Background: an optimization exercise with open tools, aiming at small area, a short achievable clock period and few clock cycles per item. Do not read the settings as production practice.
The RTL was checked by simulation tests, not by an equivalence proof against the original design.
The clock port is modelled as an ideal driver; clocking choices that lean on that would not hold on a real chip.

## maple
// booth_fsm
module booth_fsm
# (parameter DATAWIDTH = 32)
(
  input                        clk,
  input                        rstn,
  input                        en,
  input        [DATAWIDTH-1:0] multiplier,
  input        [DATAWIDTH-1:0] multiplicand,
  output reg                   done,
  output reg [2*DATAWIDTH-1:0] product
);
wire [31:0] A = multiplicand;
wire [31:0] B = multiplier;
wire one0;
wire two0;
wire pp0_0;
wire pp0_1;
wire pp0_2;
wire pp0_3;
wire pp0_4;
wire pp0_5;
wire pp0_6;
wire pp0_7;
wire pp0_8;
wire pp0_9;
wire pp0_10;
wire pp0_11;
wire pp0_12;
wire pp0_13;
wire pp0_14;
wire pp0_15;
wire pp0_16;
wire pp0_17;
wire pp0_18;
wire pp0_19;
wire pp0_20;
wire pp0_21;
wire pp0_22;
wire pp0_23;
wire pp0_24;
wire pp0_25;
wire pp0_26;
wire pp0_27;
wire pp0_28;
wire pp0_29;
wire pp0_30;
wire pp0_31;
wire pp0_32;
wire one1;
wire two1;
wire pp1_0;
wire pp1_1;
wire pp1_2;
wire pp1_3;
wire pp1_4;
wire pp1_5;
wire pp1_6;
wire pp1_7;
wire pp1_8;
wire pp1_9;
wire pp1_10;
wire pp1_11;
wire pp1_12;
wire pp1_13;
wire pp1_14;
wire pp1_15;
wire pp1_16;
wire pp1_17;
wire pp1_18;
wire pp1_19;
wire pp1_20;
wire pp1_21;
wire pp1_22;
wire pp1_23;
wire pp1_24;
wire pp1_25;
wire pp1_26;
wire pp1_27;
wire pp1_28;
wire pp1_29;
wire pp1_30;
wire pp1_31;
wire pp1_32;
wire one2;
wire two2;
wire pp2_0;
wire pp2_1;
wire pp2_2;
wire pp2_3;
wire pp2_4;
wire pp2_5;
wire pp2_6;
wire pp2_7;
wire pp2_8;
wire pp2_9;
wire pp2_10;
wire pp2_11;
wire pp2_12;
wire pp2_13;
wire pp2_14;
wire pp2_15;
wire pp2_16;
wire pp2_17;
wire pp2_18;
wire pp2_19;
wire pp2_20;
wire pp2_21;
wire pp2_22;
wire pp2_23;
wire pp2_24;
wire pp2_25;
wire pp2_26;
wire pp2_27;
wire pp2_28;
wire pp2_29;
wire pp2_30;
wire pp2_31;
wire pp2_32;
wire one3;
wire two3;
wire pp3_0;
wire pp3_1;
wire pp3_2;
wire pp3_3;
wire pp3_4;
wire pp3_5;
wire pp3_6;
wire pp3_7;
wire pp3_8;
wire pp3_9;
wire pp3_10;
wire pp3_11;
wire pp3_12;
wire pp3_13;
wire pp3_14;
wire pp3_15;
wire pp3_16;
wire pp3_17;
wire pp3_18;
wire pp3_19;
wire pp3_20;
wire pp3_21;
wire pp3_22;
wire pp3_23;
wire pp3_24;
wire pp3_25;
wire pp3_26;
wire pp3_27;
wire pp3_28;
wire pp3_29;
wire pp3_30;
wire pp3_31;
wire pp3_32;
wire one4;
wire two4;
wire pp4_0;
wire pp4_1;
wire pp4_2;
wire pp4_3;
wire pp4_4;
wire pp4_5;
wire pp4_6;
wire pp4_7;
wire pp4_8;
wire pp4_9;
wire pp4_10;
wire pp4_11;
wire pp4_12;
wire pp4_13;
wire pp4_14;
  ...
Size in the first run: roughly 2900 cells after synthesis, ~130 I/O pins, roughly 25000 um2 of cells after synthesis.
Settings: LEC_CHECK=0, CAP_MARGIN=20, CORE_MARGIN=2, CORE_UTILIZATION=40, SLEW_MARGIN=20, SYNTH_HIERARCHICAL=1; clock period 6.0 ns.
standard.sh (not shown) runs the stock make flow with config.mk's settings and CLKGATE_MAP_FILE= SYNTH_SCRIPT=/design/flow/synth_recipe.tcl, a recipe that flattens the netlist after the stock synthesis.
==> flow/flow/run.sh <==
#!/bin/bash
# Own layout flow: the standard ORFS flow with two changes.
#  - ports are buffered with a plain buffer (buf_2) instead of the delay
#    buffer buffer_ports picks by default; every port still gets a buffer;
#  - before floorplanning, combinational cells that synthesis upsized are set
#    back to their smallest drive strength (registers are left alone); the
#    resizer then upsizes only what timing needs;
#  - before clock tree synthesis the buffers that timing-driven placement
#    added are taken out again (flow/rebuffer.tcl).
set -euo pipefail
here=$(pwd)
export BUFFER_PORTS_ARGS="-buffer_cell sky130_fd_sc_hd__buf_2"
export PRE_FLOORPLAN_TCL="$here/flow/downsize.tcl"
export PRE_CTS_TCL="$here/flow/rebuffer.tcl"
bash standard.sh > "$here/standard.log" 2>&1
==> flow/flow/rebuffer.tcl <==
# Before clock tree synthesis: take out the buffers that timing-driven global
# placement inserted inside the design (port buffers stay), fix slew,
# capacitance and fanout again, and legalize; the repair after clock tree
# synthesis then buffers or sizes only the paths that need it.
set_dont_use $::env(DONT_USE_CELLS)
set n 0
set block [ord::get_db_block]
foreach inst [$block getInsts] {
  if {![string match place* [$inst getName]]} { continue }
  set in_it [$inst findITerm A]
  set out_it [$inst findITerm X]
  if {$in_it eq "NULL" || $out_it eq "NULL"} { continue }
  set in_net [$in_it getNet]
  set out_net [$out_it getNet]
  if {[llength [$out_net getBTerms]] > 0} { continue }
  foreach it [$out_net getITerms] {
    if {[$it getInst] eq $inst} { continue }
    $it disconnect
    $it connect $in_net
  }
  $in_it disconnect
  $out_it disconnect
  odb::dbInst_destroy $inst
  odb::dbNet_destroy $out_net
  incr n
}
puts "rebuffer: removed $n placement buffers"
estimate_parasitics -placement
repair_design -cap_margin $::env(CAP_MARGIN) -slew_margin $::env(SLEW_MARGIN)
detailed_placement
Other scripts of this flow, unchanged in this note and not shown: flow/flow/downsize.tcl
maple went all the way through synthesis, placement and routing and the layout is clean on timing, DRC and antenna.
Testbench counts of maple, summed over its fixed seeds: cycles 2,048, items 2,048.
[inputs] juniper vs maple
Settings: SETUP_SLACK_MARGIN: unset -> 0.3.
--- a/flow/flow/run.sh
+++ b/flow/flow/run.sh
@@ -7,3 +7 @@
-#    resizer then upsizes only what timing needs;
-#  - before clock tree synthesis the buffers that timing-driven placement
-#    added are taken out again (flow/rebuffer.tcl).
+#    resizer then upsizes only what timing needs.
@@ -14 +11,0 @@
-export PRE_CTS_TCL="$here/flow/rebuffer.tcl"
removed: flow/flow/rebuffer.tcl
Notes after the runs:
Of the two values seen for end of the critical path, product[58] was produced by maple and product[56] by juniper.
maple → juniper: worst setup slack after layout flat, count of buffer and inverter cells on the critical path grew by 1.
Compared with maple, in juniper core utilization increased by 5.2 points relative to the old numbers, final weighted congestion in routability-driven placement rose by about 1.1%.
For nickel, these inputs were changed with respect to juniper:
Settings: clearing SETUP_SLACK_MARGIN, which used to be 0.3.
## What came out
Count of non-filler cells in the finished layout delta for nickel relative to juniper: 0.61% lower
~same clock slew at the register clock pins of the worst setup and hold paths in juniper and nickel
For amber, these inputs were changed with respect to nickel:
Settings: a change of CORE_UTILIZATION from 40 to 55.
[summary]
Of amber and nickel, just one finished clean: nickel.
What the final checks of amber revealed, after a flow that finished every stage, was a layout that fails on negative setup slack.
Compared with nickel, amber shows a final total negative setup slack that is 0.15 ns lower.
amber drops more vias than nickel.
Relative to nickel, the weighted congestion reported at the end of routability-driven placement measured on amber has increased by a few percent.

separate check: timing with driven ports:
The results above use ideal ports. As a check the final layouts listed here were re-extracted and re-timed, cells and wires unchanged. Step 1 (the two cells are an assumption about what drives the block):
set clk [get_ports {clk}]
set_driving_cell -lib_cell sky130_fd_sc_hd__clkbuf_16 $clk
set_driving_cell -lib_cell sky130_fd_sc_hd__buf_2 [delete_from_list [all_inputs] $clk]
Step 2 also shifts input and output timing later by t, the mid clock arrival at the registers, as if the neighbouring blocks saw the same clock. a / b / c = ideal ports / drivers / drivers and shift; a / b = the first two.
run	t (ns)	slack for setup (ns)	hold WS [ns]
maple	0.396	0.091 / -0.131 / -0.527	0.616 / 0.598 / 0.994
juniper	0.394	0.093 / 0.022 / -0.372	0.610 / 0.592 / 0.985
nickel	0.398	0.099 / -0.035 / -0.433	0.614 / 0.595 / 0.994
amber	0.399	-0.047 / -0.026 / -0.426	0.610 / 0.589 / 0.989
With both steps, setup timing fails in maple, juniper and nickel, where it was met with ideal ports. The setup slack of maple, which loses most, moves by -0.222 ns with the drivers and by -0.618 ns with both steps.
